Source: an optimization exercise on an open RTL-to-GDS flow (aim: small area, a short achievable clock period and few clock cycles per item). Production flows keep margins and buffers that such runs may drop. At most, simulation tests tie the RTL to the original design; equivalence was not proved. No activity file was given, so power comes from the tool's default toggle rates.

// Neuron
module Neuron (
 input clk,
 input GlobalReset,             
 input Input_Valid,             
 input [11:0] Bias,             
 output Idle,
 input [335:0] Row_Wgt,         
 input [27:0] Row_Pix,          
 output Row_Ready,              
 output [18:0] NeuronOutput,
 output OutputReady);
For scale: roughly 1100 cells after synthesis, roughly 14000 um2 of cells after synthesis.
Settings: LEC_CHECK=0, CAP_MARGIN=20, CORE_MARGIN=2, CORE_UTILIZATION=40, PLACE_DENSITY=0.6, SETUP_SLACK_MARGIN=1.6, SLEW_MARGIN=20, SYNTH_HIERARCHICAL=1, SYNTH_MINIMUM_KEEP_SIZE=0; clock period 4.0 ns.
standard.sh (not shown) runs the stock make flow with config.mk's settings and CLKGATE_MAP_FILE= SYNTH_SCRIPT=/design/flow/synth_recipe.tcl, a recipe that flattens the netlist after the stock synthesis.
==> flow/flow/run.sh <==
#!/bin/bash
# The standard layout (the standard.sh: standard synthesis, then ORFS to
# finish), with the ports buffered by sky130_fd_sc_hd__buf_1 cells instead of
# the delay buffers buffer_ports picks by default. Make's output goes to
# flow.log; each ORFS step keeps its own log under orfs/logs/.
set -euo pipefail
bash standard.sh "BUFFER_PORTS_ARGS=-buffer_cell sky130_fd_sc_hd__buf_1" finish > flow.log 2>&1
Edit:
- CTS_BUF_LIST: default -> sky130_fd_sc_hd__clkbuf_4
- CTS_CLUSTER_DIAMETER: default -> 40
- CTS_CLUSTER_SIZE: default -> 10
First-iteration DRC count came out lower by 23%. Routed wire length came out lower by 7.9%. Non-clock buffer count came out lower by 22. Fmax is about the same. Global-route usage came out lower by 0.32 points. Sequential cell count is unchanged. Count of clock-buffer cells in the layout came out higher by 12. Utilization came out lower by 1.9 points. Worst hold slack is worse by 120 ps.
Edit:
- CTS_BUF_LIST: sky130_fd_sc_hd__clkbuf_4 -> sky130_fd_sc_hd__clkbuf_8
- CTS_CLUSTER_DIAMETER: 40 -> 60
- CTS_CLUSTER_SIZE: 10 -> 16
- SETUP_SLACK_MARGIN: 1.6 -> 1.9
What happened:
- clock-buffer cell count decreases by 26
- cell count is higher by 0.93%
- global-route usage increases by 3.7 points
- routed wire length came out higher by 15%
- flip-flop and latch count stays the same
- synthesized cell count is unchanged
- final area grows by 14%
- synthesized area is unchanged
- combinational power is higher by 14%
Edit:
- CTS_BUF_LIST: sky130_fd_sc_hd__clkbuf_8 -> default
- CTS_CLUSTER_DIAMETER: 60 -> 100
- CTS_CLUSTER_SIZE: 16 -> 30
- SETUP_SLACK_MARGIN: 1.9 -> 1.6
What happened: The new run went through all stages and came out clean; worst setup slack got worse by 140 ps; utilization drops by 5.9 points; cell count drops by 1.6%; count of clock-buffer cells in the layout drops by 8; global-route usage drops by 3.8 points.
Function was not checked in any run of this note: the RTL went through the layout flow alone.


== build 68 ==
Neuron, a different RTL version from the one above (not shown whole).
Size in the first run: about 12000 µm² of cells after synthesis.
==> flow/design.v (excerpt) <==
module Neuron (
 input clk,
 input GlobalReset,             
 input Input_Valid,             
 input [11:0] Bias,             
 output Idle,
 input [335:0] Row_Wgt,         
 input [27:0] Row_Pix,          
 output Row_Ready,              
 output [18:0] NeuronOutput,
 output OutputReady);
reg busy;
reg take_r;
reg [5:0] cyc;       
reg o_OutputReady;
wire start = Input_Valid & ~busy;
wire take = start | take_r;
assign Idle = ~busy;
assign Row_Ready = take;
assign OutputReady = o_OutputReady;
reg [0:0] vld_r;    
always @(posedge clk or negedge GlobalReset) begin
  if (!GlobalReset) begin
    busy <= 1'b0;
    take_r <= 1'b0;
    cyc <= 6'd0;
    o_OutputReady <= 1'b0;
    vld_r <= 0;
  end else begin
    vld_r[0] <= take;
    if (start) begin
      busy <= 1'b1;
      take_r <= 1'b1;
      cyc <= 6'd1;
      o_OutputReady <= 1'b0;
    end else if (busy) begin
      cyc <= cyc + 6'd1;
      if (cyc == 6'd27)
        take_r <= 1'b0;
      if (cyc == 6'd29) begin
        busy <= 1'b0;
        o_OutputReady <= 1'b1;
      end
    end
  end
end
wire [11:0] pp [0:27];
genvar g;
generate
for (g = 0; g < 28; g = g + 1) begin : PP
  assign pp[g] = ~(Row_Wgt[12*g +: 12] & {12{Row_Pix[g]}});
end
endgenerate
wire s0l0_fs0;
wire s0l0_fc0;
wire s0l0_fs1;
wire s0l0_fc1;
wire s0l0_fs2;
wire s0l0_fc2;
wire s0l0_fs3;
wire s0l0_fc3;
wire s0l0_fs4;
wire s0l0_fc4;
wire s0l0_fs5;
wire s0l0_fc5;
wire s0l0_fs6;
wire s0l0_fc6;
wire s0l0_fs7;
wire s0l0_fc7;
wire s0l0_fs8;
wire s0l0_fc8;
wire s0l0_fs9;
wire s0l0_fc9;
wire s0l0_fs10;
wire s0l0_fc10;
wire s0l0_fs11;
wire s0l0_fc11;
wire s0l0_fs12;
wire s0l0_fc12;
wire s0l0_fs13;
wire s0l0_fc13;
wire s0l0_fs14;
wire s0l0_fc14;
wire s0l0_fs15;
wire s0l0_fc15;
wire s0l0_fs16;
wire s0l0_fc16;
wire s0l0_fs17;
wire s0l0_fc17;
wire s0l0_fs18;
wire s0l0_fc18;
wire s0l0_fs19;
wire s0l0_fc19;
wire s0l0_fs20;
wire s0l0_fc20;
wire s0l0_fs21;
wire s0l0_fc21;
wire s0l0_fs22;
  ...
Settings: LEC_CHECK=0, CAP_MARGIN=20, CORE_MARGIN=2, CORE_UTILIZATION=40, PLACE_DENSITY=0.6, SETUP_SLACK_MARGIN=1.4, SLEW_MARGIN=20, SYNTH_HIERARCHICAL=1, SYNTH_MINIMUM_KEEP_SIZE=0; clock period 4.0 ns.
Scripts as last shown in full above: flow/flow/run.sh
Build 68 completed end to end with timing, DRC and antenna clean.
Testbench counts of build 68, summed over its fixed seeds: cycles 5,768, items 192.
Input-level comparison between build 57 and build 68:
- SETUP_SLACK_MARGIN: 1.4 -> 0.5
### Flow results
- [compare] base=build 68 new=build 57: largest vdd supply drop decreased by 16% relative to the old numbers, cell-internal power decreased by about 11% relative to the old numbers, first-pass GRT wire length decreased by about 18% relative to the old numbers.
- Taking build 68 as the reference, in build 57 number of global-route vias before repair fell 7.9%, largest driver fanout on the critical path rose 7, overall global routing resource usage fell 7.4 points, minimum hold slack rose 0.036 ns, portion of total power attributed to the clock network rose 0.4 points.
- The setup slack in build 57 was lower than what build 68 gave.
- Of build 68 and build 57, the lower global routing usage on met3 belongs to build 57.
Inputs modified between build 57 and build 89:
- changing SETUP_SLACK_MARGIN from 0.5 to 0.8
==> run notes <==
- Taking build 57 as the reference, in build 89 setup slack now sits higher, met3 wire length climbed 120 µm, cell area after placement stayed essentially flat.
- On switching power total, build 89 does worse than build 57.
- Non-clock buffer count delta (build 57 -> build 89): insignificant
- Build 89 against build 57; wire length per cell is up slightly.
- The synthesis-to-layout area growth of build 89 is higher than that of build 57.
- Comparing build 89 with build 57, the count of endpoints failing setup in the final report came out essentially unchanged.
- Looking at met2 usage in global routing, build 89 sits above build 57.
- Relative to build 57, time the final worst path needs with I/O delays and setup has gone down in build 89.
- Compared with build 57, build 89 shows a relative contribution of sequential cells to total power that is 0.3 points lower.
[inputs] build 5 vs build 89
- SETUP_SLACK_MARGIN changed from 0.8 to 1.1
Findings:
met5 as the uppermost metal layer occupied by signal nets was reported by build 5, and met4 by build 89. Diff build 5..build 89 | number of H-tree levels | negligible. Going from build 89 to build 5, setup slack now larger; power after layout now larger.

[static timing again, ports no longer ideal]
No port has a modelled driver above. Below, the same layouts with a new extraction and two added sets of constraints. Step 1 assumes that a clkbuf_16 drives the clock port and a buf_2 every other input. Step 2 moves the port delays by t, midway between the first and last clock arrival at a register: inputs arrive t later, outputs are due t later. That takes back most of the time a late clock gives input paths. Slacks: ideal ports / drivers / drivers and shift; pairs: ideal ports / drivers.
run | t (ns) | setup WS [ns] | hold slack, ns | clock arrival spread, ns | slew at the worst register clock pin (ns)
the first run of note 1 | 0.543 | 1.568 / 1.578 / 1.035 | 0.285 / 0.262 / 0.323 | 0.012 / 0.012 | 0.07 / 0.07
the second run of note 1 | 0.633 | 1.574 / 1.588 / 0.955 | 0.165 / 0.148 / 0.332 | 0.051 / 0.050 | 0.12 / 0.12
the third run of note 1 | 0.568 | 1.718 / 1.702 / 1.134 | 0.241 / 0.221 / 0.334 | 0.032 / 0.032 | 0.11 / 0.11
the fourth run of note 1 | 0.510 | 1.574 / 1.596 / 1.086 | 0.296 / 0.270 / 0.340 | 0.022 / 0.021 | 0.12 / 0.12
build 68 | 0.468 | 1.095 / 1.076 / 0.609 | 0.327 / 0.305 / 0.465 | 0.011 / 0.011 | 0.07 / 0.07
build 57 | 0.462 | 0.869 / 0.894 / 0.433 | 0.364 / 0.342 / 0.450 | 0.015 / 0.015 | 0.07 / 0.07
build 89 | 0.464 | 0.896 / 0.919 / 0.455 | 0.344 / 0.318 / 0.446 | 0.008 / 0.009 | 0.06 / 0.06
build 5 | 0.459 | 1.021 / 1.041 / 0.582 | 0.338 / 0.319 / 0.464 | 0.010 / 0.010 | 0.07 / 0.07
After both steps setup and hold are still met in every run listed. The setup slack of the second run of note 1, which loses most, moves by +0.014 ns with the drivers and by -0.619 ns with both steps.
